This design comes from an exercise in tuning for small area, a short achievable clock period and few clock cycles on the open sky130 flow, not from production work. The RTL was checked by simulation tests, not by an equivalence proof against the original design. Power is estimated from default activity; no workload was simulated.

==> flow/design.v <==
`timescale 1ns / 1ps
module ALU(
    input [31:0]        alu_in1,
    input [31:0]        alu_in2,
    input [4:0]         funct_select,
    output reg [31:0]   alu_out,
    output              c_out,Z
    );
reg cin;     
wire[31:0] adder_src1,adder_src2,adder_out;
wire cout;
always @(*) begin
    if (funct_select[4]) begin  
        cin = 1;  
    end
    else begin
        cin = 0;
    end
end   
assign adder_src2 = alu_in2 ^ {32{cin}};     
SQRT_CSLA_ZFC adder (
                    .A(alu_in1),
                    .B(adder_src2),
                    .cin(cin),
                    .Y(adder_out),    
                    .cout(c_out),
                    .Z(Z)
                    ); 
always @(*) begin
    case (funct_select[3:0])
        4'b0000 : alu_out = adder_out;  
        4'b0001 : alu_out = alu_in1 ^ alu_in2;  
        4'b0010 : alu_out = alu_in1 | alu_in2;  
        4'b0011 : alu_out = alu_in1 & alu_in2;  
        4'b0100 : alu_out = (alu_in1 < alu_in2) ? 32'd1 : 32'd0;  
        4'b0101 : alu_out = ($signed(alu_in1) < $signed(alu_in2)) ? 32'd1 : 32'd0;  
        default : alu_out = 32'd0;
    endcase 
    end    
endmodule
`timescale 1ns / 1ps
module CU(
    input clk,
    input rst,
    input [31:0] jalr_target,
    input [31:0] instruction,
    input [31:0] pc_IF_ID,
    input branch_taken,
    input jal_out_reg,
    input jalr_out_reg,
    input [31:0] immediate_in_IF_ID,
    input load_use_hazard_out,
    output [31:0] next_pc,
    output [4:0] funct_select,
    output [4:0] rs1,
    output [4:0] rs2,
    output [4:0] rd,
    output [31:0] immediate_out,
    output MA_select,
    output MB_select,
    output MD_select,
    output MF_select,
    output read_mem,
    output write_mem,
    output load_enable,
    output PC_MUX,
    output branch_out,
    output jal_out,
    output jalr_out,
    output [4:0] branch_select,
    output branch_instr
    );
ID ID_inst(
    .instruction(instruction),
    .funct_select(funct_select),
    .rs1(rs1),
    .rs2(rs2),
    .rd(rd),
    .immediate_out(immediate_out),
    .MA_select(MA_select),
    .MB_select(MB_select),
    .MD_select(MD_select),
    .MF_select(MF_select),
    .read_mem(read_mem),
    .write_mem(write_mem),
    .load_enable(load_enable),
    .PC_MUX(PC_MUX),
    .branch_select(branch_select),
    .branch_instr(branch_instr)
    );
PC PC_inst(
    .clk(clk),
    .rst(rst),
    .instruction(instruction),
    .jalr_target(jalr_target),
    .pc_IF_ID(pc_IF_ID),
    .immediate_in_IF_ID(immediate_in_IF_ID),
    .branch_taken(branch_taken),
    .jal_out_reg(jal_out_reg),
    .jalr_out_reg(jalr_out_reg),
    .load_use_hazard_out(load_use_hazard_out),
    .next_pc(next_pc),
    .branch_out(branch_out),
    .jal_out(jal_out),
    .jalr_out(jalr_out)
    );
endmodule
`timescale 1ns / 1ps
module Core(
    input clk,
    input rst,
    input  [31:0] instruction,
    input  [31:0] read_data,
    output [31:0] next_pc,
    output [31:0] write_data,
    output [31:0] address_data,
    output write_mem_data,
    output read_mem_data
  );
  wire [31:0] next_pc_CU;
  reg [31:0]  pc_IF_ID;
  reg [4:0] funct_select_IF_ID;
  reg [4:0] rs1_IF_ID;
  reg [4:0] rs2_IF_ID;
  reg [4:0] rd_IF_ID;
  reg [31:0] immediate_out_IF_ID;
  reg MA_select_IF_ID;
  reg MB_select_IF_ID;
  reg MD_select_IF_ID;
  reg MF_select_IF_ID;
  reg read_mem_IF_ID;
  reg write_mem_IF_ID;
  reg load_enable_IF_ID;
  reg PC_MUX_IF_ID;
  reg jal_out_IF_ID;
  reg jalr_out_IF_ID;
  wire [4:0] funct_select;
  wire [4:0] rs1;
  wire [4:0] rs2;
  wire [4:0] rd;
  wire [31:0] immediate_out;
  wire MA_select;
  wire MB_select;
  wire MD_select;
  wire MF_select;
  wire read_mem;
  wire write_mem;
  wire load_enable;
  wire PC_MUX;
  wire branch_out;
  wire jal_out;
  wire jalr_out;
  reg branch_true;
  wire [4:0] branch_select;
  wire branch_instr;
  reg [4:0] branch_select_IF_ID;
  reg branch_instr_IF_ID;
  reg [31:0]  pc_ID_EX;
  reg [4:0] funct_select_ID_EX;
  reg [4:0] rd_ID_EX;
  reg [4:0] rs1_ID_EX;
  reg [4:0] rs2_ID_EX;
  reg [31:0] immediate_out_ID_EX;
  reg MA_select_ID_EX;
  reg MB_select_ID_EX;
  reg MD_select_ID_EX;
  reg MF_select_ID_EX;
  reg read_mem_ID_EX;
  reg write_mem_ID_EX;
  reg load_enable_ID_EX;
  reg PC_MUX_ID_EX;
  reg jalr_out_ID_EX;
  reg [31:0] A_data_out_ID_EX;
  reg [31:0] B_data_out_ID_EX;
  wire [31:0] A_data_out;
  wire [31:0] B_data_out;
  reg [31:0] branch_dataA;
  reg [31:0] branch_dataB;
  wire [31:0] Mux_ForwardB_0_out;
  wire [31:0] Mux_ForwardB_1_out;
  wire [31:0] Mux_ForwardA_0_out;
  wire [31:0] Mux_ForwardA_1_out;
  wire [31:0] Bus_A;
  wire [31:0] fu_out;
  wire [31:0] ex_result;
  wire[31:0] Bus_B;
  reg [4:0] rd_EX_MEM ;
  reg read_mem_EX_MEM;
  reg write_mem_EX_MEM ;
  reg load_enable_EX_MEM;
  reg [31:0] B_data_out_EX_MEM;
  reg [31:0] fu_out_EX_MEM;
  reg MD_select_EX_MEM;
  wire Z;
  wire c_out;
  reg [31:0] read_data_MEM_WB;
  wire [31:0] data_MEM_WB;
  reg [4:0] rd_MEM_WB;
  reg load_enable_MEM_WB;
  reg MD_select_MEM_WB ;
  reg [31:0] fu_out_MEM_WB;
  wire load_use_hazard_raw;
  wire load_use_hazard_out;
  Hazard_detect_unit hazard_detect_inst(
    .rd_ID_EX(rd_ID_EX),
    .rs1_IF_ID(rs1_IF_ID),
    .rs2_IF_ID(rs2_IF_ID),
    .read_mem_ID_EX(read_mem_ID_EX),
    .rd_EX_MEM(rd_EX_MEM),
    .read_mem_EX_MEM(read_mem_EX_MEM),
    .branch_instr_IF_ID(branch_instr_IF_ID),
    .load_use_hazard_out(load_use_hazard_raw)
  );
  assign load_use_hazard_out = load_use_hazard_raw & ~jalr_out_ID_EX;
  wire [1:0] ForwardA;
  wire [1:0] ForwardB;
  Forward_unit Forward_unit_inst(
        .load_enable_EX_MEM(load_enable_EX_MEM),
        .rd_EX_MEM(rd_EX_MEM),
        .rs1_ID_EX(rs1_ID_EX),
        .rs2_ID_EX(rs2_ID_EX),
        .load_enable_MEM_WB(load_enable_MEM_WB),
        .rd_MEM_WB(rd_MEM_WB),
        .ForwardA(ForwardA),
        .ForwardB(ForwardB)
    );
  wire branch_taken;
  wire flush_IF_ID;
  assign branch_taken = branch_true & branch_instr_IF_ID & ~load_use_hazard_out;
  CU CU_inst(
       .clk(clk),
       .rst(rst),
       .jalr_target(fu_out),
       .instruction(instruction),
       .pc_IF_ID(pc_IF_ID),
       .branch_taken(branch_taken),
       .jal_out_reg(jal_out_IF_ID),
       .jalr_out_reg(jalr_out_ID_EX),
       .immediate_in_IF_ID(immediate_out_IF_ID),
       .load_use_hazard_out(load_use_hazard_out),
       .next_pc(next_pc_CU),
       .funct_select(funct_select),
       .rs1(rs1),
       .rs2(rs2),
       .rd(rd),
       .immediate_out(immediate_out),
       .MA_select(MA_select),
       .MB_select(MB_select),
       .MD_select(MD_select),
       .MF_select(MF_select),
       .read_mem(read_mem),
       .write_mem(write_mem),
       .load_enable(load_enable),
       .PC_MUX(PC_MUX),
       .branch_out(branch_out),
       .jal_out(jal_out),
       .jalr_out(jalr_out),
       .branch_select(branch_select),
       .branch_instr(branch_instr)
      );
    assign next_pc = (load_use_hazard_out) ? next_pc_CU - 4 : next_pc_CU;
    assign flush_IF_ID = jalr_out_ID_EX | (jal_out_IF_ID & ~load_use_hazard_out) | branch_taken;
  always @(posedge clk) begin
    if(~rst) begin
      branch_instr_IF_ID <= 0;
      branch_select_IF_ID <= 0;
      pc_IF_ID <= 0;
      funct_select_IF_ID <= 0;
      rs1_IF_ID <= 0;
      rs2_IF_ID <= 0;
      rd_IF_ID <= 0;
      immediate_out_IF_ID <= 0;
      MA_select_IF_ID <= 0;
      MB_select_IF_ID <= 0;
      MD_select_IF_ID <= 0;
      MF_select_IF_ID <= 0;
      read_mem_IF_ID <= 0;
      write_mem_IF_ID <= 0;
      load_enable_IF_ID <= 0;
      PC_MUX_IF_ID <= 0;
      jal_out_IF_ID <= 0;
      jalr_out_IF_ID <= 0;
    end
    else if (flush_IF_ID) begin
      branch_instr_IF_ID <= 0;
      branch_select_IF_ID <= 0;
      pc_IF_ID <= 0;
      funct_select_IF_ID <= 0;
      rs1_IF_ID <= 0;
      rs2_IF_ID <= 0;
      rd_IF_ID <= 0;
      immediate_out_IF_ID <= 0;
      MA_select_IF_ID <= 0;
      MB_select_IF_ID <= 0;
      MD_select_IF_ID <= 0;
      MF_select_IF_ID <= 0;
      read_mem_IF_ID <= 0;
      write_mem_IF_ID <= 0;
      load_enable_IF_ID <= 0;
      PC_MUX_IF_ID <= 0;
      jal_out_IF_ID <= 0;
      jalr_out_IF_ID <= 0;
    end
    else begin
      branch_instr_IF_ID <= branch_instr;
      branch_select_IF_ID <= branch_select;
      pc_IF_ID <= next_pc;
      funct_select_IF_ID <= funct_select;
      rs1_IF_ID <= rs1;
      rs2_IF_ID <= rs2;
      rd_IF_ID <= rd;
      immediate_out_IF_ID <= immediate_out;
      MA_select_IF_ID <= MA_select;
      MB_select_IF_ID <= MB_select;
      MD_select_IF_ID <= MD_select;
      MF_select_IF_ID <= MF_select;
      read_mem_IF_ID <= read_mem;
      write_mem_IF_ID <= write_mem;
      load_enable_IF_ID <= load_enable;
      PC_MUX_IF_ID <= PC_MUX;
      jal_out_IF_ID <= jal_out;
      jalr_out_IF_ID <= jalr_out;
    end
  end
  RegisterFile RegisterFile_inst(
                 .clk(clk),
                 .load_enable(load_enable_MEM_WB),
                 .rst(rst),
                 .D_addr(rd_MEM_WB),  
                 .A_select(rs1_IF_ID),
                 .B_select(rs2_IF_ID),
                 .D_data(data_MEM_WB),   
                 .A_data(A_data_out),
                 .B_data(B_data_out)
               );
     always @* begin
    case(branch_select_IF_ID)
    5'b00110 : branch_true = (branch_dataA == branch_dataB) ? 1'd1 : 1'd0;  
    5'b00111 : branch_true = (branch_dataA == branch_dataB) ? 1'd0 : 1'd1;  
    5'b00101 : branch_true = ($signed(branch_dataA) < $signed(branch_dataB)) ? 1'd1 : 1'd0;  
    5'b01001 : branch_true = ($signed(branch_dataA) >= $signed(branch_dataB)) ? 1'd1 : 1'd0;  
    5'b00100 : branch_true = (branch_dataA < branch_dataB) ? 1'd1 : 1'd0;  
    5'b01000 : branch_true = (branch_dataA >= branch_dataB) ? 1'd1 : 1'd0;  
    default  : branch_true = 1'd0;
    endcase
  end
  always @* begin
        branch_dataA = A_data_out;
        branch_dataB = B_data_out;
        if(load_enable_MEM_WB && rd_MEM_WB && branch_instr_IF_ID) begin
          if((rd_MEM_WB == rs1_IF_ID)) begin
              branch_dataA = data_MEM_WB;  
          end
          if((rd_MEM_WB == rs2_IF_ID)) begin
             branch_dataB = data_MEM_WB;
          end
        end
        if(load_enable_EX_MEM && rd_EX_MEM && branch_instr_IF_ID) begin
          if(rd_EX_MEM == rs1_IF_ID) begin
            branch_dataA = fu_out_EX_MEM; 
          end
          if(rd_EX_MEM == rs2_IF_ID) begin
            branch_dataB = fu_out_EX_MEM;
          end
        end
        if(load_enable_ID_EX && rd_ID_EX && branch_instr_IF_ID) begin
            if(rd_ID_EX == rs1_IF_ID) begin
                branch_dataA = ex_result;  
            end
            if(rd_ID_EX == rs2_IF_ID) begin
                branch_dataB = ex_result;  
            end
        end
    end
  always @(posedge clk) begin
    if(~rst) begin
      rs1_ID_EX           <= 0;
      rs2_ID_EX           <= 0;
      pc_ID_EX            <= 0;
      funct_select_ID_EX  <= 0;
      rd_ID_EX            <= 0;
      immediate_out_ID_EX <= 0;
      MA_select_ID_EX     <= 0;
      MB_select_ID_EX     <= 0;
      MD_select_ID_EX     <= 0;
      MF_select_ID_EX     <= 0;
      read_mem_ID_EX      <= 0;
      write_mem_ID_EX     <= 0;
      load_enable_ID_EX   <= 0;
      PC_MUX_ID_EX        <= 0;
      jalr_out_ID_EX      <= 0;
      A_data_out_ID_EX    <= 0;
      B_data_out_ID_EX    <= 0;
    end
    else if (load_use_hazard_out | jalr_out_ID_EX) begin
      rs1_ID_EX           <= 0;
      rs2_ID_EX           <= 0;
      pc_ID_EX            <= 0;
      funct_select_ID_EX  <= 0;
      rd_ID_EX            <= 0;
      immediate_out_ID_EX <= 0;
      MA_select_ID_EX     <= 0;
      MB_select_ID_EX     <= 0;
      MD_select_ID_EX     <= 0;
      MF_select_ID_EX     <= 0;
      read_mem_ID_EX      <= 0;
      write_mem_ID_EX     <= 0;
      load_enable_ID_EX   <= 0;
      PC_MUX_ID_EX        <= 0;
      jalr_out_ID_EX      <= 0;
      A_data_out_ID_EX    <= 0;
      B_data_out_ID_EX    <= 0;
    end
    else begin
      rs1_ID_EX           <= rs1_IF_ID;
      rs2_ID_EX           <= rs2_IF_ID;
      pc_ID_EX            <= pc_IF_ID;
      funct_select_ID_EX  <= funct_select_IF_ID;
      rd_ID_EX            <= rd_IF_ID;
      immediate_out_ID_EX <= immediate_out_IF_ID;
      MA_select_ID_EX     <= MA_select_IF_ID;
      MB_select_ID_EX     <= MB_select_IF_ID;
      MD_select_ID_EX     <= MD_select_IF_ID;
      MF_select_ID_EX     <= MF_select_IF_ID;
      read_mem_ID_EX      <= read_mem_IF_ID;
      write_mem_ID_EX     <= write_mem_IF_ID;
      load_enable_ID_EX   <= load_enable_IF_ID;
      PC_MUX_ID_EX        <= PC_MUX_IF_ID;
      jalr_out_ID_EX      <= jalr_out_IF_ID;
      A_data_out_ID_EX    <= A_data_out;
      B_data_out_ID_EX    <= B_data_out;
    end
  end
  FU FU_inst(
       .fu_in1(Bus_A),
       .fu_in2(Bus_B),
       .funct_select(funct_select_ID_EX),
       .unit_sel(MF_select_ID_EX),
       .fu_out(fu_out),
       .c_out(c_out),
       .Z(Z)
     );
  MUX2to1 MUX_A(.data_in1(Mux_ForwardA_1_out),.data_in2(pc_ID_EX),.select(MA_select_ID_EX),.data_out(Bus_A));  
  MUX2to1 MUX_B(.data_in1(Mux_ForwardB_1_out),.data_in2(immediate_out_ID_EX),.select(MB_select_ID_EX),.data_out(Bus_B));  
  MUX2to1 MUX_ForwardB_0(.data_in1(B_data_out_ID_EX),.data_in2(fu_out_EX_MEM),.select(ForwardB[0]),.data_out(Mux_ForwardB_0_out));  
  MUX2to1 MUX_ForwardB_1(.data_in1(Mux_ForwardB_0_out),.data_in2(data_MEM_WB),.select(ForwardB[1]),.data_out(Mux_ForwardB_1_out));  
  MUX2to1 MUX_ForwardA_0(.data_in1(A_data_out_ID_EX),.data_in2(fu_out_EX_MEM),.select(ForwardA[0]),.data_out(Mux_ForwardA_0_out));
  MUX2to1 MUX_ForwardA_1(.data_in1(Mux_ForwardA_0_out),.data_in2(data_MEM_WB),.select(ForwardA[1]),.data_out(Mux_ForwardA_1_out));
  MUX2to1 MUX_PC(.data_in1(fu_out),.data_in2(pc_ID_EX + 32'd4),.select(PC_MUX_ID_EX),.data_out(ex_result));
  always @(posedge clk) begin
    if(~rst) begin
      rd_EX_MEM             <=0;
      write_mem_EX_MEM      <=0;
      load_enable_EX_MEM    <=0;
      B_data_out_EX_MEM     <=0;
      fu_out_EX_MEM         <=0;
      MD_select_EX_MEM      <=0;
      read_mem_EX_MEM       <=0;
    end
  else begin
    rd_EX_MEM             <= rd_ID_EX           ;
    write_mem_EX_MEM      <= write_mem_ID_EX    ;
    load_enable_EX_MEM    <= load_enable_ID_EX  ;
    B_data_out_EX_MEM     <= Mux_ForwardB_1_out ;
    fu_out_EX_MEM         <= ex_result          ;
    MD_select_EX_MEM      <= MD_select_ID_EX    ;
    read_mem_EX_MEM       <= read_mem_ID_EX     ;
  end
end
assign write_data = B_data_out_EX_MEM;
assign address_data = fu_out_EX_MEM;
assign write_mem_data = write_mem_EX_MEM;
assign read_mem_data = read_mem_EX_MEM;
always @(posedge clk) begin
  if(~rst) begin
    rd_MEM_WB           <= 0;
    load_enable_MEM_WB  <= 0;
    MD_select_MEM_WB    <= 0;
    fu_out_MEM_WB       <= 0;
    read_data_MEM_WB    <= 0;
  end
  else begin
    rd_MEM_WB           <= rd_EX_MEM         ;
    load_enable_MEM_WB  <= load_enable_EX_MEM;
    MD_select_MEM_WB    <= MD_select_EX_MEM  ;
    fu_out_MEM_WB       <= fu_out_EX_MEM     ;
    read_data_MEM_WB    <= read_data        ;
  end
end
MUX2to1 MUX_D(.data_in1(fu_out_MEM_WB),.data_in2(read_data_MEM_WB),.select(MD_select_MEM_WB),.data_out(data_MEM_WB));
endmodule
`timescale 1ns / 1ps
module DECODER5to32(
    input [4:0] D_addr,
    input load_enable,
    output reg [31:0] load_enable_decoder_output
    );
    always @(*) 
    begin
        if(load_enable == 0) begin
            load_enable_decoder_output = 0;
        end
        else begin
            case(D_addr)
            5'd0:
              load_enable_decoder_output = 32'h1;
            5'd1:
              load_enable_decoder_output = 32'h2;
            5'd2:
              load_enable_decoder_output = 32'h4;
            5'd3:
              load_enable_decoder_output = 32'h8;
            5'd4:
              load_enable_decoder_output = 32'h10;
            5'd5:
              load_enable_decoder_output = 32'h20;
            5'd6:
              load_enable_decoder_output = 32'h40;
            5'd7:
              load_enable_decoder_output = 32'h80;
            5'd8:
              load_enable_decoder_output = 32'h100;
            5'd9:
              load_enable_decoder_output = 32'h200;
            5'd10:
              load_enable_decoder_output = 32'h400;
            5'd11:
              load_enable_decoder_output = 32'h800;
            5'd12:
              load_enable_decoder_output = 32'h1000;
            5'd13:
              load_enable_decoder_output = 32'h2000;
            5'd14:
              load_enable_decoder_output = 32'h4000;
            5'd15:
              load_enable_decoder_output = 32'h8000;
            5'd16:
              load_enable_decoder_output = 32'h10000;
            5'd17:
              load_enable_decoder_output = 32'h20000;
            5'd18:
              load_enable_decoder_output = 32'h40000;
            5'd19:
              load_enable_decoder_output = 32'h80000;
            5'd20:
              load_enable_decoder_output = 32'h100000;
            5'd21:
              load_enable_decoder_output = 32'h200000;
            5'd22:
              load_enable_decoder_output = 32'h400000;
            5'd23:
              load_enable_decoder_output = 32'h800000;
            5'd24:
              load_enable_decoder_output = 32'h1000000;
            5'd25:
              load_enable_decoder_output = 32'h2000000;
            5'd26:
              load_enable_decoder_output = 32'h4000000;
            5'd27:
              load_enable_decoder_output = 32'h8000000;
            5'd28:
              load_enable_decoder_output = 32'h10000000;
            5'd29:
              load_enable_decoder_output = 32'h20000000;
            5'd30:
              load_enable_decoder_output = 32'h40000000;
            5'd31:
              load_enable_decoder_output = 32'h80000000;
            endcase
        end
    end
endmodule
`timescale 1ns / 1ps
module FA(
    input x,y,ci,
    output cout, sum
    );
    (* dont_touch="true" *)
    wire c1,s1,c2;
    HA half_adder_1 (x,y,c1,s1);
    HA half_adder_2 (ci,s1,c2,sum);
    assign cout = c1 | c2;
endmodule
`timescale 1ns / 1ps
module FU(
    input   [31:0]  fu_in1,
    input   [31:0]  fu_in2,
    input   [4:0]   funct_select,
    input           unit_sel,
    output  [31:0]  fu_out,
    output          c_out,Z    
    );
wire[4:0] shamt; 
wire[31:0] alu_out, shift_out;
wire[1:0] shift_sel;
wire c;
assign shamt = fu_in2[4:0];
assign c_out = c;
assign shift_sel = funct_select[1:0];
ALU alu (fu_in1,fu_in2,funct_select,alu_out,c,Z);
shifter shifter (fu_in1,shamt,shift_out,shift_sel);
assign fu_out = (~unit_sel) ? alu_out : shift_out; 
endmodule
`timescale 1ns / 1ps
module Forward_unit(
        input load_enable_EX_MEM,
        input [4:0] rd_EX_MEM,
        input [4:0] rs1_ID_EX,
        input [4:0] rs2_ID_EX,
        input load_enable_MEM_WB,
        input [4:0] rd_MEM_WB,
        output reg [1:0] ForwardA,
        output reg [1:0] ForwardB
    );
    always @* begin
        ForwardA = 2'b00;  
        ForwardB = 2'b00;
        if(load_enable_MEM_WB && rd_MEM_WB) begin
            if(rd_MEM_WB == rs1_ID_EX) begin
                ForwardA = 2'b10;  
            end
            if(rd_MEM_WB == rs2_ID_EX) begin
                ForwardB = 2'b10;
            end
        end
        if(load_enable_EX_MEM && rd_EX_MEM) begin  
            if(rd_EX_MEM == rs1_ID_EX) begin
                ForwardA = 2'b01;  
            end
            if(rd_EX_MEM == rs2_ID_EX) begin
                ForwardB = 2'b01;
            end
        end
    end
endmodule
`timescale 1ns / 1ps
module HA(
    input x,y,
    output cout,sum
    );
    assign cout = x & y;
    assign sum = x ^ y;
endmodule
`timescale 1ns / 1ps
module Hazard_detect_unit(
    input [4:0] rd_ID_EX,
    input [4:0] rs1_IF_ID,
    input [4:0] rs2_IF_ID,
    input read_mem_ID_EX,
    input [4:0] rd_EX_MEM,
    input read_mem_EX_MEM,
    input branch_instr_IF_ID,
    output reg load_use_hazard_out
    );
    always @* begin
        load_use_hazard_out = 1'b0;
        if(read_mem_ID_EX && (rd_ID_EX != 5'd0)) begin
            if((rd_ID_EX == rs1_IF_ID) | (rd_ID_EX == rs2_IF_ID)) begin
                load_use_hazard_out = 1'b1;
            end
        end
        if(branch_instr_IF_ID && read_mem_EX_MEM && (rd_EX_MEM != 5'd0)) begin
            if((rd_EX_MEM == rs1_IF_ID) | (rd_EX_MEM == rs2_IF_ID)) begin
                load_use_hazard_out = 1'b1;
            end
        end
    end
endmodule
`timescale 1ns / 1ps
module ID(
    input [31:0] instruction,
    output reg [4:0] funct_select,
    output reg [4:0] rs1,
    output reg [4:0] rs2,
    output reg [4:0] rd,
    output reg [31:0] immediate_out,
    output reg MA_select,
    output reg MB_select,
    output reg MD_select,
    output reg MF_select,
    output reg read_mem,
    output reg write_mem,
    output reg load_enable,
    output reg PC_MUX,
    output reg [4:0] branch_select,
    output reg branch_instr
    );
    always @* begin  
        branch_instr = 0;
        branch_select = 5'b00000;
        PC_MUX = 0;
        rs1 = 0;
        rs2 = 0;
        rd = 0;
        read_mem = 0;
        write_mem = 0;
        MA_select = 0;
        MB_select = 0;
        funct_select = 5'b00000;
        MF_select = 0;
        MD_select = 0;
        load_enable = 0;
        case(instruction[6:2])  
        5'b00000: begin  
            rs1 = instruction[19:15];
            rd = instruction[11:7];
            read_mem = 1;
            MB_select = 1;
            funct_select = 5'b00000;
            MD_select = 1;
            load_enable = 1;
        end
        5'b01000: begin  
            rs2 = instruction[24:20];
            rs1 = instruction[19:15];
            write_mem = 1;
            MB_select = 1;
            funct_select = 5'b00000;
        end
        5'b11000: begin  
            branch_instr = 1;
            rs2 = instruction[24:20];
            rs1 = instruction[19:15];
            case (instruction[14:12])
            3'b000: branch_select = 5'b00110;  
            3'b001: branch_select = 5'b00111;  
            3'b100: branch_select = 5'b00101;  
            3'b101: branch_select = 5'b01001;  
            3'b110: branch_select = 5'b00100;  
            3'b111: branch_select = 5'b01000;  
            default: branch_select = 5'b00000;
            endcase
        end
        5'b00100: begin  
            rs1 = instruction[19:15];
            rd = instruction[11:7];
            MB_select = 1;
            load_enable = 1;
            case (instruction[14:12])
            3'b000: begin  
                  funct_select = 5'b00000;
                  MF_select = 0;
            end
            3'b001: begin  
                funct_select = 5'b00001;
                MF_select = 1;
            end
            3'b010: begin  
                funct_select = 5'b00101 ;
                MF_select = 0;
            end
            3'b011: begin  
                funct_select = 5'b00100 ;
                MF_select = 0;
            end
            3'b100: begin  
               funct_select =  5'b00001;
               MF_select = 0;
            end
            3'b101: begin  
                if (instruction[30]) begin
                    funct_select =  5'b00010;
                    MF_select = 1;
                end
                else begin
                    funct_select =  5'b00000;
                    MF_select = 1;
                end
            end
            3'b110: begin  
                funct_select =  5'b00010;
                MF_select = 0;
            end
            default: begin  
                funct_select =  5'b00011;
                MF_select = 0;
            end
            endcase
        end
        5'b01100: begin  
            rs2 = instruction[24:20];
            rs1 = instruction[19:15];
            rd = instruction[11:7];
            load_enable = 1;
            case (instruction[14:12])
            3'b000: begin  
                if (instruction[30]) begin
                    funct_select =  5'b10000;
                end
                else begin
                    funct_select = 5'b00000;
                end
                MF_select = 0;
            end
            3'b001: begin  
                funct_select = 5'b00001;
                MF_select = 1;
            end
            3'b010: begin  
                funct_select = 5'b00101 ;
                MF_select = 0;
            end
            3'b011: begin  
                funct_select = 5'b00100 ;
                MF_select = 0;
            end
            3'b100: begin  
                funct_select =  5'b00001;
                MF_select = 0;
             end
            3'b101: begin  
                if (instruction[30]) begin
                     funct_select =  5'b00010;
                     MF_select = 1;
                end
                else begin
                     funct_select =  5'b00000;
                     MF_select = 1;
                end
            end
            3'b110: begin  
                funct_select =  5'b00010;
                MF_select = 0;
            end
            default: begin  
                funct_select =  5'b00011;
                MF_select = 0;
             end
            endcase
        end
        5'b01101: begin  
            rs1 = 0;
            MB_select = 1;
            funct_select = 5'b00000;
            load_enable = 1;
            rd = instruction[11:7];
        end
        5'b00101: begin  
            MA_select = 1;
            MB_select = 1;
            funct_select = 5'b00000;
            load_enable = 1;
            rd = instruction[11:7];
        end
        5'b11011: begin  
            PC_MUX = 1;
            load_enable = 1;
            rd = instruction[11:7];
        end
        5'b11001: begin  
            rs1 = instruction[19:15];
            MB_select = 1;
            funct_select = 5'b00000;
            load_enable = 1;
            PC_MUX = 1;
            rd = instruction[11:7];
        end
        default: ;  
        endcase
    end
    always @* begin  
	case(instruction[6:2])
		5'b01101,5'b00101 : immediate_out = { instruction[31:12], 12'b0 };  
		5'b11011 : immediate_out = { {12{ instruction[31] }}, instruction[19:12], instruction[20], instruction[30:21], 1'b0 }; 
		5'b11001,5'b00000,5'b00100 : immediate_out = { {21{ instruction[31] }}, instruction[30:20] }; 
		5'b11000 : immediate_out = { {20{ instruction[31] }}, instruction[7], instruction[30:25], instruction[11:8], 1'b0 }; 
		5'b01000 : immediate_out = { {21{ instruction[31] }}, instruction[30:25], instruction[11:7] }; 
		default  : immediate_out = 32'b0;
	endcase
    end
endmodule
`timescale 1ns / 1ps
module MUX2to1(
    input [31:0] data_in1,
    input [31:0] data_in2,
    input select,
    output reg [31:0] data_out
  );
  always @(*) begin
    if(~select) begin
        data_out = data_in1;
    end
    else begin
        data_out = data_in2;
    end
end
endmodule
`timescale 1ns / 1ps
module MUX5to32#(parameter data_width = 32, parameter depth = 32)(  
    input [depth*data_width-1:0] mux_input,
    input [$clog2(depth)-1:0] select,
    output reg [data_width-1:0] mux_out
  );
  wire [data_width -1:0] mux_in_wire [depth-1:0];  
  genvar i;
  generate  
    for (i = 0; i<depth; i = i +1) begin
      assign mux_in_wire[i] = mux_input[(i*data_width + data_width-1):(i*data_width)];
    end
  endgenerate
  always @(*) begin
    case(select)
      5'd0:
        mux_out = mux_in_wire[0];
      5'd1:
        mux_out = mux_in_wire[1];
      5'd2:
        mux_out = mux_in_wire[2];
      5'd3:
        mux_out = mux_in_wire[3];
      5'd4:
        mux_out = mux_in_wire[4];
      5'd5:
        mux_out = mux_in_wire[5];
      5'd6:
        mux_out = mux_in_wire[6];
      5'd7:
        mux_out = mux_in_wire[7];
      5'd8:
        mux_out = mux_in_wire[8];
      5'd9:
        mux_out = mux_in_wire[9];
      5'd10:
        mux_out = mux_in_wire[10];
      5'd11:
        mux_out = mux_in_wire[11];
      5'd12:
        mux_out = mux_in_wire[12];
      5'd13:
        mux_out = mux_in_wire[13];
      5'd14:
        mux_out = mux_in_wire[14];
      5'd15:
        mux_out = mux_in_wire[15];
      5'd16:
        mux_out = mux_in_wire[16];
      5'd17:
        mux_out = mux_in_wire[17];
      5'd18:
        mux_out = mux_in_wire[18];
      5'd19:
        mux_out = mux_in_wire[19];
      5'd20:
        mux_out = mux_in_wire[20];
      5'd21:
        mux_out = mux_in_wire[21];
      5'd22:
        mux_out = mux_in_wire[22];
      5'd23:
        mux_out = mux_in_wire[23];
      5'd24:
        mux_out = mux_in_wire[24];
      5'd25:
        mux_out = mux_in_wire[25];
      5'd26:
        mux_out = mux_in_wire[26];
      5'd27:
        mux_out = mux_in_wire[27];
      5'd28:
        mux_out = mux_in_wire[28];
      5'd29:
        mux_out = mux_in_wire[29];
      5'd30:
        mux_out = mux_in_wire[30];
      5'd31:
        mux_out = mux_in_wire[31];
    endcase
  end
endmodule
`timescale 1ns / 1ps
module PC(
    input  clk,
    input  rst,
    input  [31:0] instruction,
    input  [31:0] jalr_target,
    input  [31:0] pc_IF_ID,
    input  [31:0] immediate_in_IF_ID,
    input branch_taken,
    input jal_out_reg,
    input jalr_out_reg,
    input load_use_hazard_out,
    output reg [31:0] next_pc,
    output reg branch_out,
    output reg jal_out,
    output reg jalr_out
    );
    always @(posedge clk) begin
        if (rst == 0) begin
            next_pc <= 0;
        end
        else if (jalr_out_reg) begin  
            next_pc <= {jalr_target[31:1], 1'b0};
        end
        else if(load_use_hazard_out) begin
            next_pc <= next_pc;
        end
        else if (jal_out_reg | branch_taken) begin  
            next_pc <= pc_IF_ID + immediate_in_IF_ID;
        end
        else begin
            next_pc <= next_pc + 4;
        end
    end
    always @* begin
        branch_out = 0;
        jal_out = 0;
        jalr_out = 0;
        case (instruction[6:2])
        5'b11000: begin  
            branch_out = 1;
        end
        5'b11011: begin   
            jal_out = 1;
        end
        5'b11001: begin 
            jalr_out = 1;
        end
        default: ;
        endcase
    end
endmodule
`timescale 1ns / 1ps
module RCA #(parameter SIZE = 4)(
    input [SIZE-1:0] x,y,
    input ci,
    output cout,
    output [SIZE-1:0] sum
);
(* dont_touch="true" *)  wire [SIZE:0] carries;
assign carries[0] = ci;
assign cout = carries[SIZE];
genvar c;
generate 
    for( c=0; c<SIZE; c=c+1)
        begin: loop
          FA full_adder(x[c],y[c],carries[c],carries[c+1],sum[c]);
        end 
endgenerate
endmodule
`timescale 1ns / 1ps
module RCA_nocin #(parameter SIZE = 4)(
    input [SIZE-1:0] x,y,
    output cout,
    output [SIZE-1:0] sum
);
(* dont_touch="true" *)  wire [SIZE-1:0] carries;
assign cout = carries[SIZE-1];
HA half_adder(x[0],y[0],carries[0],sum[0]);
genvar c;
generate 
    for( c=1; c<SIZE; c=c+1)
        begin: loop
          FA full_adder(x[c],y[c],carries[c-1],carries[c],sum[c]);
        end 
endgenerate
endmodule
`timescale 1ns / 1ps
module REG_32bit(  
    input clk,
    input rst,
    input load_enable,
    input [31:0] data_in,
    output [31:0] data_out
  );
  genvar i;
  generate
    for (i= 0;i<32; i = i+1) begin
      REG_bit REG_bit_inst(.clk(clk),.rst(rst),.load_enable(load_enable),.d(data_in[i]),.q(data_out[i]));
    end
  endgenerate
endmodule
`timescale 1ns / 1ps
module REG_bit(  
    input clk,
    input rst,
    input load_enable,
    input d,
    output reg q
  );
  always @(posedge clk) begin
    if(rst == 0) begin
      q <= 0;
    end
    else if (load_enable) begin
      q <= d;
    end
  end
 endmodule
`timescale 1ns / 1ps
module RegisterFile#(
    parameter data_width = 32,
    parameter depth = 32
  )
  (
    input clk,
    input load_enable,
    input rst,  
    input [$clog2(depth)-1:0]	D_addr,
    input [$clog2(depth)-1:0]	A_select,
    input [$clog2(depth)-1:0]	B_select,
    input [data_width-1:0] D_data,
    output [data_width-1:0] A_data,
    output [data_width-1:0] B_data
  );
  wire [data_width*depth-1:0] data_out;
  wire [depth-1:0] load_enable_decoder_output;
  genvar i;
  generate  
    for (i= 0;i<depth; i = i+1) begin
      REG_32bit REG_32bit_inst(.clk(clk),.rst(rst),.load_enable(load_enable_decoder_output[i]),.data_in(D_data),.data_out(data_out[data_width-1+data_width*i:data_width*i]));
    end
  endgenerate
  DECODER5to32 decoder5to32_inst(.D_addr(D_addr),.load_enable(load_enable),.load_enable_decoder_output(load_enable_decoder_output));
  wire [data_width-1:0] A_mux_out;
  wire [data_width-1:0] B_mux_out;
  MUX5to32 muxA_inst(.mux_input(data_out),.select(A_select),.mux_out(A_mux_out));
  MUX5to32 muxB_inst(.mux_input(data_out),.select(B_select),.mux_out(B_mux_out));
  assign A_data = (A_select == 0) ? {data_width{1'b0}} : (load_enable && (D_addr == A_select)) ? D_data : A_mux_out;
  assign B_data = (B_select == 0) ? {data_width{1'b0}} : (load_enable && (D_addr == B_select)) ? D_data : B_mux_out;
endmodule
`timescale 1ns / 1ps
module SQRT_CSLA_ZFC(
    input [31:0] A,B,
    input cin,
    output [31:0] Y,
    output cout, Z
    );
wire [31:0] temp;
wire [6:0] carries;
wire [5:0] csel;
RCA #(2) rca1 (A[1:0],B[1:0],cin,carries[0],Y[1:0]);
RCA_nocin #(2) rca2(A[3:2],B[3:2],carries[1],temp[3:2]);
ZFC #(2) zfc1 (temp[3:2],carries[0],carries[1],Y[3:2],csel[0]);
RCA_nocin #(3) rca3 (A[6:4],B[6:4],carries[2],temp[6:4]);
ZFC #(3) zfc2 (temp[6:4],csel[0],carries[2],Y[6:4],csel[1]);
RCA_nocin #(4) rca4 (A[10:7],B[10:7],carries[3],temp[10:7]);
ZFC #(4) zfc3 (temp[10:7],csel[1],carries[3],Y[10:7],csel[2]);
RCA_nocin #(6) rca5 (A[16:11],B[16:11],carries[4],temp[16:11]);
ZFC #(6) zfc4 (temp[16:11],csel[2],carries[4],Y[16:11],csel[3]);
RCA_nocin #(7) rca6 (A[23:17],B[23:17],carries[5],temp[23:17]);
ZFC #(7) zfc5 (temp[23:17],csel[3],carries[5],Y[23:17],csel[4]);
RCA_nocin #(8) rca7 (A[31:24],B[31:24],carries[6],temp[31:24]);
ZFC #(8) zfc6 (temp[31:24],csel[4],carries[6],Y[31:24],csel[5]);
assign cout = csel[5];
assign Z = (Y == 0)? 1 : 0;   
endmodule
`timescale 1ns / 1ps
module ZFC #(parameter SIZE = 4)(
    input [SIZE-1:0] Z,
    input cin,
    input rca_cin,
    output [SIZE-1:0] B,
    output csel
    );
    wire [SIZE-1:0] conn;
    wire [SIZE-1:0] wireB;
assign conn[0] = Z[0]&cin;
assign wireB[0] = Z[0]^cin;
genvar i;
    generate 
    for (i = 0; i <SIZE-1; i=i+1)
        begin: loop
            assign conn[i+1] = conn[i] & Z[i+1];
        end 
    endgenerate
genvar k;
    generate 
    for (k = 0; k <SIZE-1; k=k+1)
        begin: loop2
    assign wireB[k+1] = conn[k] ^ Z[k+1];
    end 
    endgenerate 
 assign B = wireB;
 assign csel =  conn[SIZE-1] ^ rca_cin;  
endmodule
`timescale 1ns / 1ps
module barrel_arith_shift(
       input [31:0] A,
        input [4:0] shamt,
        output reg [31:0] out 
    );
wire msb;
assign msb = A[31];
    always @(*)
        begin
            case(shamt)
                5'd0 : out = {A[31:0]};
                5'd1 : out = {{1{msb}}, A[31:1]}; 
                5'd2 : out = {{2{msb}}, A[31:2]}; 
                5'd3 : out = {{3{msb}}, A[31:3]}; 
                5'd4 : out = {{4{msb}}, A[31:4]}; 
                5'd5 : out = {{5{msb}}, A[31:5]}; 
                5'd6 : out = {{6{msb}}, A[31:6]}; 
                5'd7 : out = {{7{msb}}, A[31:7]}; 
                5'd8 : out = {{8{msb}}, A[31:8]}; 
                5'd9 : out = {{9{msb}}, A[31:9]}; 
                5'd10 : out = {{10{msb}}, A[31:10]}; 
                5'd11 : out = {{11{msb}}, A[31:11]}; 
                5'd12 : out = {{12{msb}}, A[31:12]}; 
                5'd13 : out = {{13{msb}}, A[31:13]}; 
                5'd14 : out = {{14{msb}}, A[31:14]}; 
                5'd15 : out = {{15{msb}}, A[31:15]}; 
                5'd16 : out = {{16{msb}}, A[31:16]}; 
                5'd17 : out = {{17{msb}}, A[31:17]}; 
                5'd18 : out = {{18{msb}}, A[31:18]}; 
                5'd19 : out = {{19{msb}}, A[31:19]}; 
                5'd20 : out = {{20{msb}}, A[31:20]};
                5'd21 : out = {{21{msb}}, A[31:21]};
                5'd22 : out = {{22{msb}}, A[31:22]}; 
                5'd23 : out = {{23{msb}}, A[31:23]};
                5'd24 : out = {{24{msb}}, A[31:24]};
                5'd25 : out = {{25{msb}}, A[31:25]};
                5'd26 : out = {{26{msb}}, A[31:26]};
                5'd27 : out = {{27{msb}}, A[31:27]};
                5'd28 : out = {{28{msb}}, A[31:28]};
                5'd29 : out = {{29{msb}}, A[31:29]}; 
                5'd30 : out = {{30{msb}}, A[31:30]};
                5'd31 : out = {{31{msb}}, A[31]};
    endcase 
    end
endmodule
`timescale 1ns / 1ps
module barrel_shifter_left(
        input [31:0] A,
        input [4:0] shamt,
        output reg [31:0] out 
    );
    always @(*)
        begin
            case(shamt)
                5'd0 : out = {A[31:0]};
                5'd1 : out = {A[30:0], 1'd0};   
                5'd2 : out = {A[29:0], 2'd0};   
                5'd3 : out = {A[28:0], 3'd0};   
                5'd4 : out = {A[27:0], 4'd0};   
                5'd5 : out = {A[26:0], 5'd0};   
                5'd6 : out = {A[25:0], 6'd0};   
                5'd7 : out = {A[24:0], 7'd0};   
                5'd8 : out = {A[23:0], 8'd0};   
                5'd9 : out = {A[22:0], 9'd0};   
                5'd10 : out = {A[21:0], 10'd0}; 
                5'd11 : out = {A[20:0], 11'd0}; 
                5'd12 : out = {A[19:0], 12'd0}; 
                5'd13 : out = {A[18:0], 13'd0}; 
                5'd14 : out = {A[17:0], 14'd0}; 
                5'd15 : out = {A[16:0], 15'd0};
                5'd16 : out = {A[15:0], 16'd0};
                5'd17 : out = {A[14:0], 17'd0};
                5'd18 : out = {A[13:0], 18'd0}; 
                5'd19 : out = {A[12:0], 19'd0};
                5'd20 : out = {A[11:0], 20'd0};
                5'd21 : out = {A[10:0], 21'd0};
                5'd22 : out = {A[9:0], 22'd0};
                5'd23 : out = {A[8:0], 23'd0};
                5'd24 : out = {A[7:0], 24'd0};
                5'd25 : out = {A[6:0], 25'd0}; 
                5'd26 : out = {A[5:0], 26'd0};
                5'd27 : out = {A[4:0], 27'd0};
                5'd28 : out = {A[3:0], 28'd0};
                5'd29 : out = {A[2:0], 29'd0};
                5'd30 : out = {A[1:0], 30'd0};
                5'd31 : out = {A[0], 31'd0};       
    endcase 
    end
endmodule
module barrel_shifter_right(
        input [31:0] A,
        input [4:0] shamt,
        output reg [31:0] out 
    );
    always @(*)
        begin
            case(shamt)
                5'd0 : out = {A[31:0]};
                5'd1 : out = {1'd0, A[31:1]}; 
                5'd2 : out = {2'd0, A[31:2]};
                5'd3 : out = {3'd0, A[31:3]};
                5'd4 : out = {4'd0, A[31:4]};
                5'd5 : out = {5'd0, A[31:5]}; 
                5'd6 : out = {6'd0, A[31:6]};
                5'd7 : out = {7'd0, A[31:7]};
                5'd8 : out = {8'd0, A[31:8]};
                5'd9 : out = {9'd0, A[31:9]};
                5'd10 : out = {10'd0, A[31:10]};
                5'd11 : out = {11'd0, A[31:11]};
                5'd12 : out = {12'd0, A[31:12]}; 
                5'd13 : out = {13'd0, A[31:13]};
                5'd14 : out = {14'd0, A[31:14]};
                5'd15 : out = {15'd0, A[31:15]};
                5'd16 : out = {16'd0, A[31:16]};
                5'd17 : out = {17'd0, A[31:17]};
                5'd18 : out = {18'd0, A[31:18]}; 
                5'd19 : out = {19'd0, A[31:19]};
                5'd20 : out = {20'd0, A[31:20]};
                5'd21 : out = {21'd0, A[31:21]};
                5'd22 : out = {22'd0, A[31:22]};
                5'd23 : out = {23'd0, A[31:23]};
                5'd24 : out = {24'd0, A[31:24]};
                5'd25 : out = {25'd0, A[31:25]};
                5'd26 : out = {26'd0, A[31:26]}; 
                5'd27 : out = {27'd0, A[31:27]};
                5'd28 : out = {28'd0, A[31:28]};
                5'd29 : out = {29'd0, A[31:29]};
                5'd30 : out = {30'd0, A[31:30]};
                5'd31 : out = {31'd0, A[31]};
    endcase 
    end
endmodule
`timescale 1ns / 1ps
module shifter(
        input [31:0]        A,
        input [4:0]         shamt,
        output reg [31:0]   out, 
        input [1:0]         shift_sel
    );
 wire [31:0] out_shifter1,out_shifter2,out_shifter3;   
 barrel_shifter_right shifter1 (A,shamt,out_shifter1);
 barrel_shifter_left shifter2 (A,shamt,out_shifter2);
 barrel_arith_shift shifter3 (A,shamt,out_shifter3);
 always  @(*) begin
    case(shift_sel)
        2'b00 : out = out_shifter1;
        2'b01 : out = out_shifter2;
        2'b10 : out = out_shifter3;
        default : out = 32'd0;
 endcase
 end
endmodule
==> flow/run.sh <==
#!/bin/bash
# synth_recipe.tcl (not shown) runs the flow's synth.tcl, then flattens the netlist and writes it again
# the make line also repeats each setting of config.mk as NAME=value (left out here)
make -C /OpenROAD-flow-scripts/flow DESIGN_CONFIG=/design/flow/config.mk WORK_HOME=/design/flow/orfs CLKGATE_MAP_FILE= SYNTH_SCRIPT=/design/flow/synth_recipe.tcl finish
==> flow/config.mk <==
export PLATFORM = sky130hd
export DESIGN_NAME = Core
export DESIGN_NICKNAME = Core
export VERILOG_FILES = /design/flow/design.v
export SDC_FILE = /design/flow/constraint.sdc
export NUM_CORES = 8
export LEC_CHECK = 0
export CAP_MARGIN = 20
export CORE_MARGIN = 2
export CORE_UTILIZATION = 40
export SLEW_MARGIN = 20
==> flow/constraint.sdc <==
create_clock -name core_clock -period 13.5 [get_ports {clk}]
set_input_delay 2.7000 -clock core_clock [delete_from_list [all_inputs] [get_ports {clk}]]
set_output_delay 2.7000 -clock core_clock [all_outputs]
set_load 0.01 [all_outputs]
==> impl_metrics.toml <==
[timing]
setup_tns_ns = 0
setup_violations = 0
maxSlewHeadroom_pct = 7.93
timing.final.max_slew_violations = 0
tightest_slew_ns = 1.37
finalCriticalPeriod_ns = 13.10
fin_crit_sh_pct = 97.0
max_clock_freq_mhz = 76.3
hold_viol_final = 0
finClkSkew_ns = 0.0458

[critical_path]
worstSetupStartpointType = "flip-flop"
arrival_ns = 13.86
cp_slowest_cell = "or4_4"
crit_path_max_fanout = 5
startpoint = "rd_MEM_WB[3]"
ff2ff_path_depth = 64
crit_required_ns = 14.26
critPathMaxStageDelay_ns = 0.56
critPathKind = "flip-flop to flip-flop"
r2r_slack_ns = 0.40
end_kind = "flip-flop"
reg2reg_from = "rd_MEM_WB[3]"
rr_endpoint = "CU_inst.PC_inst.next_pc[21]"
path_common_cell = "ha_1"

[synthesis]
yosysMostFrequentCell = "dfxtp_1"
ys_top_cells_by_area = "dfxtp_1 36%, a211oi_1 9.6%, a22oi_1 8.0%"
async_reset_ff_share_pct = 0
syn_area_per_cell_sq_um = 8.10
synth.distinct_cells = 119
synthCells = 9954
ys_seq_elements = 1450
synth_top_cell_area_share_pct = 36.0
synth_edf_count = 0
ys.flop_type = "dfxtp_1"
synthTopCellsByCount = "1450 x dfxtp_1, 1412 x nor2_1, 1028 x a211oi_1"
ys_seq_area_share_pct = 36.0
synth.net_count = 10242
syn_area_sq_um = 80600
yosys_warnings = 14
synth_area_leader_cell = "dfxtp_1"

[floorplanning]
pin_count = 164
core_area_sq_um = 200000
die_h_microns = 453
dieArea_sq_um = 205000
initial_core_util_pct = 40.3
fp.dieW_microns = 453
num_rows = 164

[finish]
fin_cells = 12564
drive_above_1_share_pct = 11.8
syn_to_final_growth_pct = 14.9
fin_util_pct = 46.3
fin_nets = 10006

[drt]
drc = 0
totalWireLength_mm = 526
vias = 92631
drtPass1Iterations = 10
wl_per_cell_microns = 41.9
avgViaCountPerCell = 7.37
antenna_left = 0
drt_iter0_drc = 17864

[grt]
top_usage_layer = "met2"
overflow = 0
grtUsageTotal_pct = 49.1
use_met2_pct = 68.6
grt_max_degree = 225
first_global_vias = 83848
grt_pass1_wl_mm = 710
use_met1_pct = 59.0
antenna_found_initial = 56
use_met3_pct = 20.5

[cts]
cts_root_buffer = "clkbuf_16"
tritoncts = "yes"
cts_htree_levels = 4
clock_sinks = 1450
numCtsBuffers = 165
ctsLongestPathBuffers = 3
clk_latency_ns = 0.85
clk_pin_slew_worst_paths_ns = 0.06

[hold_path]
hold_path_depth = 1
hold_path_end = "write_mem_EX_MEM"
min_from = "write_mem_ID_EX"
hp-class = "flip-flop to flip-flop"

[pwr]
p_seq_share_pct = 42.3
swShare_pct = 28.9
clkPwrFrac_pct = 46.0
power_mw = 10.4
irDropWorstVdd_v = 0.000126
power.density_nw_per_um2 = 112
pwr-share-comb_pct = 11.8
p_sw_mw = 2.99
p_int_mw = 7.37
leakagePower_nw = 32.0

[placed_design]
port_buffers = 161
dp_hpwl_mm = 340
dp_cells = 12187
gp_congestion = 1.05

[run]
drv_cap = 0

[run_status]
status = "complete, no violations"
==> metrics by stage <==
stage	area [sq um]	hold WS, ns	setup WS [ns]
3_5_place_dp	86300	0.426	-0.348
3_3_place_gp	86300	0.425	-0.394
4_1_cts	91900	0.439	0.00709
2_1_floorplan	80600	0.412	0.840
6_report	92600	0.437	0.400
5_1_grt	92500	0.443	-0.0930
==> routing by layer <==
layer	part of all wire, %	vias to the layer above
met5	0.083	-
met4	9.9	46
met3	15	2733
met2	40	8614
met1	36	44173
li1	-	37065
==> worst max-delay path: cells and delay by family (launching register included) <==
family | cells | cell delay [ns]
multiplexers | 2 | 0.54
flip-flops | 1 | 0.36
adder cells (fa/ha/maj) | 31 | 6.36
XOR/XNOR | 9 | 1.39
AND/OR/NAND/NOR | 4 | 1.14
buffers and inverters | 4 | 0.41
AO/OA/AOI/OAI | 14 | 2.80
==> cell usage in the layout (no fill, tap or decap), types with 85 or more instances in the layout <==
master	n
a221oi_1	97
and2_1	209
o22ai_1	154
nor2_1	1332
nor3_1	209
dfxtp_1	1443
xnor2_1	123
nand2_1	513
o21ai_0	406
clkdlybuf4s50_1	160
nand4_1	161
a222oi_1	87
ha_1	186
a21oi_1	286
clkbuf_16	168
nand3_1	168
inv_1	132
and3_1	168
buf_4	490
a211oi_1	1025
o211ai_1	85
a22oi_1	863
==> worst max-delay path by stage <==
stage                                              to
after floorplan            CU_inst.PC_inst.next_pc[7]
after global placement    CU_inst.PC_inst.next_pc[23]
after detailed placement  CU_inst.PC_inst.next_pc[23]
after CTS                 CU_inst.PC_inst.next_pc[23]
after global routing      CU_inst.PC_inst.next_pc[21]
final                     CU_inst.PC_inst.next_pc[21]
==> power by group through the flow <==
stage / clock (mW) / sequential (mW) / combinational, mW
floorplan: 0 / 4.43 / 0.553
global placement: 0 / 4.47 / 1.11
detailed placement: 0 / 4.47 / 1.10
CTS: 4.75 / 4.38 / 1.11
global route: 4.93 / 4.38 / 1.21
finish: 4.76 / 4.38 / 1.22
==> layout make-up <==
type                            instances  area [sq um]
Fill cell                           19753        107000
Multi-Input combinational cell       7269         48100
Sequential cell                      1450         29000
Timing Repair Buffer                  685          5810
Clock buffer                          243          4840
Tap cell                             2656          3320
Clock inverter                         56           757
Inverter                              147           562
Antenna cell                           58           145
==> logic make-up (layout without fill, tap and decap cells) <==
| family | Yosys count | after routing | synth area share [%] |
|---|---|---|---|
| AO/OA/AOI/OAI | 3632 | 3633 | 32.9 |
| XOR/XNOR | 173 | 173 | 1.90 |
| adder cells (fa/ha/maj) | 222 | 222 | 3.68 |
| buffers and inverters | 1236 | 1131 | 6.18 |
| flip-flops | 1450 | 1450 | 36.0 |
| multiplexers | 121 | 121 | 1.54 |
| other | 0 | 58 | 0 |
| AND/OR/NAND/NOR | 3120 | 3120 | 17.8 |
==> timing repair <==
| item | CTS | global route |
|---|---|---|
| gates resized for setup | 7 | 72 |
| gates cloned | 0 | 1 |
| pin swaps | 0 | 24 |
| endpoints found under the setup margin | 111 | 129 |
| setup buffers | 1 | 2 |
| hold buffers | 0 | 0 |
Testbench counts, summed over its fixed seeds: cycles 96,797.

re-timing with driven ports:
No port has a modelled driver above. Below, the same layout with a new extraction and two added sets of constraints. Step 1 assumes that a clkbuf_16 drives the clock port and a buf_2 every other input. Step 2 adds t to the input delays and takes it off the output delays; t is the mean of the earliest and latest rising clock arrival at the registers after step 1. Input paths then give back, and output paths get back, about the clock's delay inside the block. Three values: ideal, step 1, step 2; two values: the first two.
t (ns): 0.917
setup slack, ns: 0.400 / 0.400 / 0.400
hold WS [ns]: 0.437 / 0.437 / 0.437
worst slew at a driven data input, ns: 0.08
pins driven straight from the clock port: 1
After both steps this run still meets setup and hold. The setup slack of this run moves by 0.000 ns with the drivers and by 0.000 ns with both steps.
